Background: an optimization exercise with open tools, aiming at small area. Do not read the settings as production practice. Where RTL was checked, it was by simulation tests only, not by an equivalence proof against the original. Power figures rest on the tool's default switching activity, not on a simulated workload.

08-11:
==> flow/design.v (excerpt) <==
module fpga_top (
output tx_R19,
output tx_T11,
output tx_T10,
output tx_T12,
output tx_U12,
output tx_U13,
output tx_V13,
output tx_V12,
output tx_W13,
output tx_T14,
output tx_T15,
output tx_P14,
output tx_R14,
output tx_Y16,
output tx_Y17,
output tx_W14,
output tx_Y14,
output tx_T16,
output tx_U17,
output tx_V15,
output tx_W15,
output tx_U14,
output tx_U15,
output tx_U18,
output tx_U19,
output tx_P19,
output tx_N20,
output tx_P20,
output tx_T20,
output tx_U20,
output tx_V20,
output tx_W20,
output tx_Y18,
output tx_Y19,
output tx_V16,
output tx_W16,
output tx_R16,
output tx_R17,
output tx_T17,
output tx_R18,
output tx_V17,
output tx_V18,
output tx_W18,
output tx_W19,
output tx_N17,
output tx_P18,
output tx_P15,
output tx_P16,
output tx_T19,
output tx_G14,
output tx_C20,
output tx_B20,
output tx_B19,
output tx_A20,
output tx_E17,
output tx_D18,
output tx_D19,
output tx_D20,
output tx_E18,
output tx_E19,
output tx_F16,
output tx_F17,
output tx_M19,
output tx_M20,
output tx_M17,
output tx_M18,
output tx_L19,
output tx_L20,
output tx_K19,
output tx_J19,
output tx_L16,
output tx_L17,
output tx_K17,
output tx_K18,
output tx_H16,
output tx_H17,
output tx_J18,
output tx_H18,
output tx_F19,
output tx_F20,
output tx_G17,
output tx_G18,
output tx_J20,
output tx_H20,
output tx_G19,
output tx_G20,
  ...
Size: about 240 flip-flops.
clock: 6.0 ns
lec_check: 0
cap_margin: 20
core_margin: 2
core_utilization: 40
slew_margin: 20
standard.sh (not shown) runs the stock make flow with config.mk's settings and CLKGATE_MAP_FILE= SYNTH_SCRIPT=/design/flow/synth_recipe.tcl, a recipe that flattens the netlist after the stock synthesis.
==> flow/flow/run.sh <==
#!/bin/bash
# Standard ORFS layout with small port buffers and a small clock tree.
set -o pipefail
bash standard.sh \
  ABC_AREA=1 RECOVER_POWER=100 \
  BUFFER_PORTS_ARGS="-buffer_cell sky130_fd_sc_hd__buf_1" \
  CTS_ARGS="-sink_clustering_enable -repair_clock_nets -dont_use_dummy_load -sink_clustering_size 10 -sink_clustering_max_diameter 40 -buf_list {sky130_fd_sc_hd__clkbuf_4}" \
  finish > flow.log 2>&1
[flow] 08-11 | stages: complete | final checks: fail | reason: capacitance limit, slew limit
What 12-03 does differently from 08-11 at the input level:
-- flow/flow/run.sh --
<<< 08-11, line 5
  ABC_AREA=1 RECOVER_POWER=100 \
>>> 12-03, line 5
  ABC_AREA=1 \
## What came out
12-03 completed every stage of the flow, and the final layout passed the timing, DRC and antenna checks. Period utilization | 12-03 below 08-11. Per the comparison of 12-03 with 08-11, design area held; clock skew about even; max-capacitance violation count now smaller. ~same sequential cell area share in 08-11 and 12-03. Going from 08-11 to 12-03, met2 wire length shrinks by about 0.5%. The aggregate routed wire length was comparable across 08-11 and 12-03. 12-03 against 08-11: routed metal-1 wirelength fell about 0.8%; DRC marker count from the first detailed-route iteration +about 8%.

* * *

## 06-24
fpga_top, a different RTL version from the one above (not shown whole).
Size: roughly 8400 sq um of cells after synthesis.
// fpga_top
module fpga_top (
output tx_R19,
output tx_T11,
output tx_T10,
output tx_T12,
output tx_U12,
output tx_U13,
output tx_V13,
output tx_V12,
output tx_W13,
output tx_T14,
output tx_T15,
output tx_P14,
output tx_R14,
output tx_Y16,
output tx_Y17,
output tx_W14,
output tx_Y14,
output tx_T16,
output tx_U17,
output tx_V15,
output tx_W15,
output tx_U14,
output tx_U15,
output tx_U18,
output tx_U19,
output tx_P19,
output tx_N20,
output tx_P20,
output tx_T20,
output tx_U20,
output tx_V20,
output tx_W20,
output tx_Y18,
output tx_Y19,
output tx_V16,
output tx_W16,
output tx_R16,
output tx_R17,
output tx_T17,
output tx_R18,
output tx_V17,
output tx_V18,
output tx_W18,
output tx_W19,
output tx_N17,
output tx_P18,
output tx_P15,
output tx_P16,
output tx_T19,
output tx_G14,
output tx_C20,
output tx_B20,
output tx_B19,
output tx_A20,
output tx_E17,
output tx_D18,
output tx_D19,
output tx_D20,
output tx_E18,
output tx_E19,
output tx_F16,
output tx_F17,
output tx_M19,
output tx_M20,
output tx_M17,
output tx_M18,
output tx_L19,
output tx_L20,
output tx_K19,
output tx_J19,
output tx_L16,
output tx_L17,
output tx_K17,
output tx_K18,
output tx_H16,
output tx_H17,
output tx_J18,
output tx_H18,
output tx_F19,
output tx_F20,
output tx_G17,
output tx_G18,
output tx_J20,
output tx_H20,
output tx_G19,
output tx_G20,
output tx_H15,
output tx_G15,
output tx_K14,
output tx_J14,
output tx_N15,
output tx_N16,
output tx_L14,
output tx_L15,
output tx_M14,
output tx_M15,
output tx_K16,
output tx_J16,
output tx_J15,
input clk,
input rst_n );
wire nfeed, ld, hold, en;
  ...
==> flow/config.mk <==
export PLATFORM = sky130hd
export DESIGN_NAME = fpga_top
export DESIGN_NICKNAME = fpga_top
export VERILOG_FILES = /design/flow/design.v
export SDC_FILE = /design/flow/constraint.sdc
export NUM_CORES = 4
export LEC_CHECK = 0
export CAP_MARGIN = 20
export CORE_MARGIN = 2
export CORE_UTILIZATION = 40
export SLEW_MARGIN = 20
==> flow/constraint.sdc <==
create_clock -name core_clock -period 6.0 [get_ports {clk}]
set_input_delay 1.2000 -clock core_clock [delete_from_list [all_inputs] [get_ports {clk}]]
set_output_delay 1.2000 -clock core_clock [all_outputs]
set_load 0.01 [all_outputs]
==> flow/flow/run.sh <==
#!/bin/bash
# Standard ORFS layout with small port buffers and a small clock tree.
set -o pipefail
bash standard.sh \
  ABC_AREA=1 \
  BUFFER_PORTS_ARGS="-buffer_cell sky130_fd_sc_hd__buf_1" \
  CTS_ARGS="-sink_clustering_enable -repair_clock_nets -dont_use_dummy_load -sink_clustering_size 10 -sink_clustering_max_diameter 40 -buf_list {sky130_fd_sc_hd__clkbuf_4}" \
  finish > flow.log 2>&1
| 06-24 | all stages done | FAIL | setup timing |
Setup changes, 06-24 to 09-17
==> flow/flow/run.sh <==
#!/bin/bash
# Standard ORFS layout with small port buffers and a small clock tree.
set -o pipefail
bash standard.sh \
  ABC_AREA=1 \
  BUFFER_PORTS_ARGS="-buffer_cell sky130_fd_sc_hd__buf_1" \
  CTS_ARGS="-sink_clustering_enable -repair_clock_nets -dont_use_dummy_load -sink_clustering_size 16 -sink_clustering_max_diameter 60 -buf_list {sky130_fd_sc_hd__clkbuf_8}" \
  finish > flow.log 2>&1
==> summary.txt <==
Final checks on 09-17, whose flow otherwise completed, came back failing, citing setup timing.
Final area: higher on 09-17
Comparing 06-24 and 09-17, number of fill cells is lower on 09-17.
Power per cell area in 09-17 is 2.1% higher than in 06-24
Diff 06-24 -> 09-17 | ratio of final minimum period to clock period | increase of 0.58 points
Number of antenna violations at the first check in global routing came out lower on 09-17 than on 06-24.
[compare] base=06-24 new=09-17: routed wire length down 0.66%, combinational share of power flat, non-clock buffer count up 1.
Function was not checked in any run of this note: the RTL went through the layout flow alone.

* * *

## job 9398
fpga_top, a different RTL version from the one above (not shown whole).
Size in the first run: ~880 cells after synthesis, about 240 flip-flops, about 8600 sq um of cells after synthesis.
## fpga_top
module fpga_top (
output tx_R19,
output tx_T11,
output tx_T10,
output tx_T12,
output tx_U12,
output tx_U13,
output tx_V13,
output tx_V12,
output tx_W13,
output tx_T14,
output tx_T15,
output tx_P14,
output tx_R14,
output tx_Y16,
output tx_Y17,
output tx_W14,
output tx_Y14,
output tx_T16,
output tx_U17,
output tx_V15,
output tx_W15,
output tx_U14,
output tx_U15,
output tx_U18,
output tx_U19,
output tx_P19,
output tx_N20,
output tx_P20,
output tx_T20,
output tx_U20,
output tx_V20,
output tx_W20,
output tx_Y18,
output tx_Y19,
output tx_V16,
output tx_W16,
output tx_R16,
output tx_R17,
output tx_T17,
output tx_R18,
output tx_V17,
output tx_V18,
output tx_W18,
output tx_W19,
output tx_N17,
output tx_P18,
output tx_P15,
output tx_P16,
output tx_T19,
output tx_G14,
output tx_C20,
output tx_B20,
output tx_B19,
output tx_A20,
output tx_E17,
output tx_D18,
output tx_D19,
output tx_D20,
output tx_E18,
output tx_E19,
output tx_F16,
output tx_F17,
output tx_M19,
output tx_M20,
output tx_M17,
output tx_M18,
output tx_L19,
output tx_L20,
output tx_K19,
output tx_J19,
output tx_L16,
output tx_L17,
output tx_K17,
output tx_K18,
output tx_H16,
output tx_H17,
output tx_J18,
output tx_H18,
output tx_F19,
output tx_F20,
output tx_G17,
output tx_G18,
output tx_J20,
output tx_H20,
output tx_G19,
output tx_G20,
output tx_H15,
output tx_G15,
output tx_K14,
output tx_J14,
output tx_N15,
output tx_N16,
output tx_L14,
output tx_L15,
output tx_M14,
output tx_M15,
output tx_K16,
output tx_J16,
output tx_J15,
input clk,
input rst_n );
clock: 6.0 ns
lec_check: 0
cap_margin: 20
core_margin: 2
core_utilization: 40
slew_margin: 20
==> flow/flow/run.sh <==
#!/bin/bash
# Standard ORFS layout with small port buffers and a small clock tree.
set -o pipefail
bash standard.sh \
  ABC_AREA=1 CORE_UTILIZATION=72 PLACE_DENSITY=0.82 \
  BUFFER_PORTS_ARGS="-buffer_cell sky130_fd_sc_hd__buf_1" \
  CTS_ARGS="-sink_clustering_enable -repair_clock_nets -dont_use_dummy_load -sink_clustering_size 10 -sink_clustering_max_diameter 40 -buf_list {sky130_fd_sc_hd__clkbuf_4}" \
  finish > flow.log 2>&1
Job 9398: no failed stages, no open violations at the end
Edits applied to the flow inputs when going from job 9398 to job 1932:
==> flow/flow/run.sh <==
#!/bin/bash
# Standard ORFS layout with small port buffers and a small clock tree.
set -o pipefail
bash standard.sh \
  ABC_AREA=1 CORE_UTILIZATION=80 PLACE_DENSITY=0.88 \
  BUFFER_PORTS_ARGS="-buffer_cell sky130_fd_sc_hd__buf_1" \
  CTS_ARGS="-sink_clustering_enable -repair_clock_nets -dont_use_dummy_load -sink_clustering_size 10 -sink_clustering_max_diameter 40 -buf_list {sky130_fd_sc_hd__clkbuf_4}" \
  finish > flow.log 2>&1
[summary]
On relative area of non-clock buffer cells in the final design, job 9398 and job 1932 are neck and neck.
Diff job 1932..job 9398 | design area | negligible
The worst IR drop on VDD number comes out higher for job 9398 vs job 1932.
Job 1932 packs its core tighter than job 9398.
The shortest period the worst path allows on job 1932 is in line with that on job 9398.
For job 7481, these inputs were changed with respect to job 1932:
==> flow/flow/run.sh <==
#!/bin/bash
# Standard ORFS layout with small port buffers and a small clock tree.
set -o pipefail
bash standard.sh \
  ABC_AREA=1 CORE_UTILIZATION=65 PLACE_DENSITY=0.75 \
  BUFFER_PORTS_ARGS="-buffer_cell sky130_fd_sc_hd__buf_1" \
  CTS_ARGS="-sink_clustering_enable -repair_clock_nets -dont_use_dummy_load -sink_clustering_size 10 -sink_clustering_max_diameter 40 -buf_list {sky130_fd_sc_hd__clkbuf_4}" \
  finish > flow.log 2>&1
==> comparison <==
The relative area of non-clock buffer cells in the final design of job 1932 and that of job 7481 are within noise of each other. Number of buffers inserted by port buffering: job 7481 vs job 1932 identical. [job 7481] setup slack after layout rose 0.14 ns relative to job 1932.

-- what the ideal ports hide --
No port has a modelled driver above. Below, the same layouts with a new extraction and two added sets of constraints.
Step 1 (the two cells are an assumption about what drives the block):
set clk [get_ports {clk}]
set_driving_cell -lib_cell sky130_fd_sc_hd__clkbuf_16 $clk
set_driving_cell -lib_cell sky130_fd_sc_hd__buf_2 [delete_from_list [all_inputs] $clk]
Step 2 moves the port delays by t, midway between the first and last clock arrival at a register: inputs arrive t later, outputs are due t later. That takes back most of the time a late clock gives input paths.
Slacks: no drivers / after step 1 / after step 2; pairs: no drivers / after step 1.
| run | t (ns) | setup slack, ns | worst setup path at the end |
|---|---|---|---|
| 08-11 | 0.625 | 0.842 / 0.842 / 0.842 | register to register |
| 12-03 | 0.627 | 1.098 / 1.098 / 1.098 | register to register |
| 06-24 | 0.680 | -0.138 / -0.138 / -0.138 | register to register |
| 09-17 | 0.551 | -0.173 / -0.173 / -0.173 | register to register |
| job 9398 | 0.634 | 1.033 / 1.033 / 1.033 | register to register |
| job 1932 | 0.640 | 1.035 / 1.035 / 1.035 | register to register |
| job 7481 | 0.647 | 1.174 / 1.174 / 1.174 | register to register |
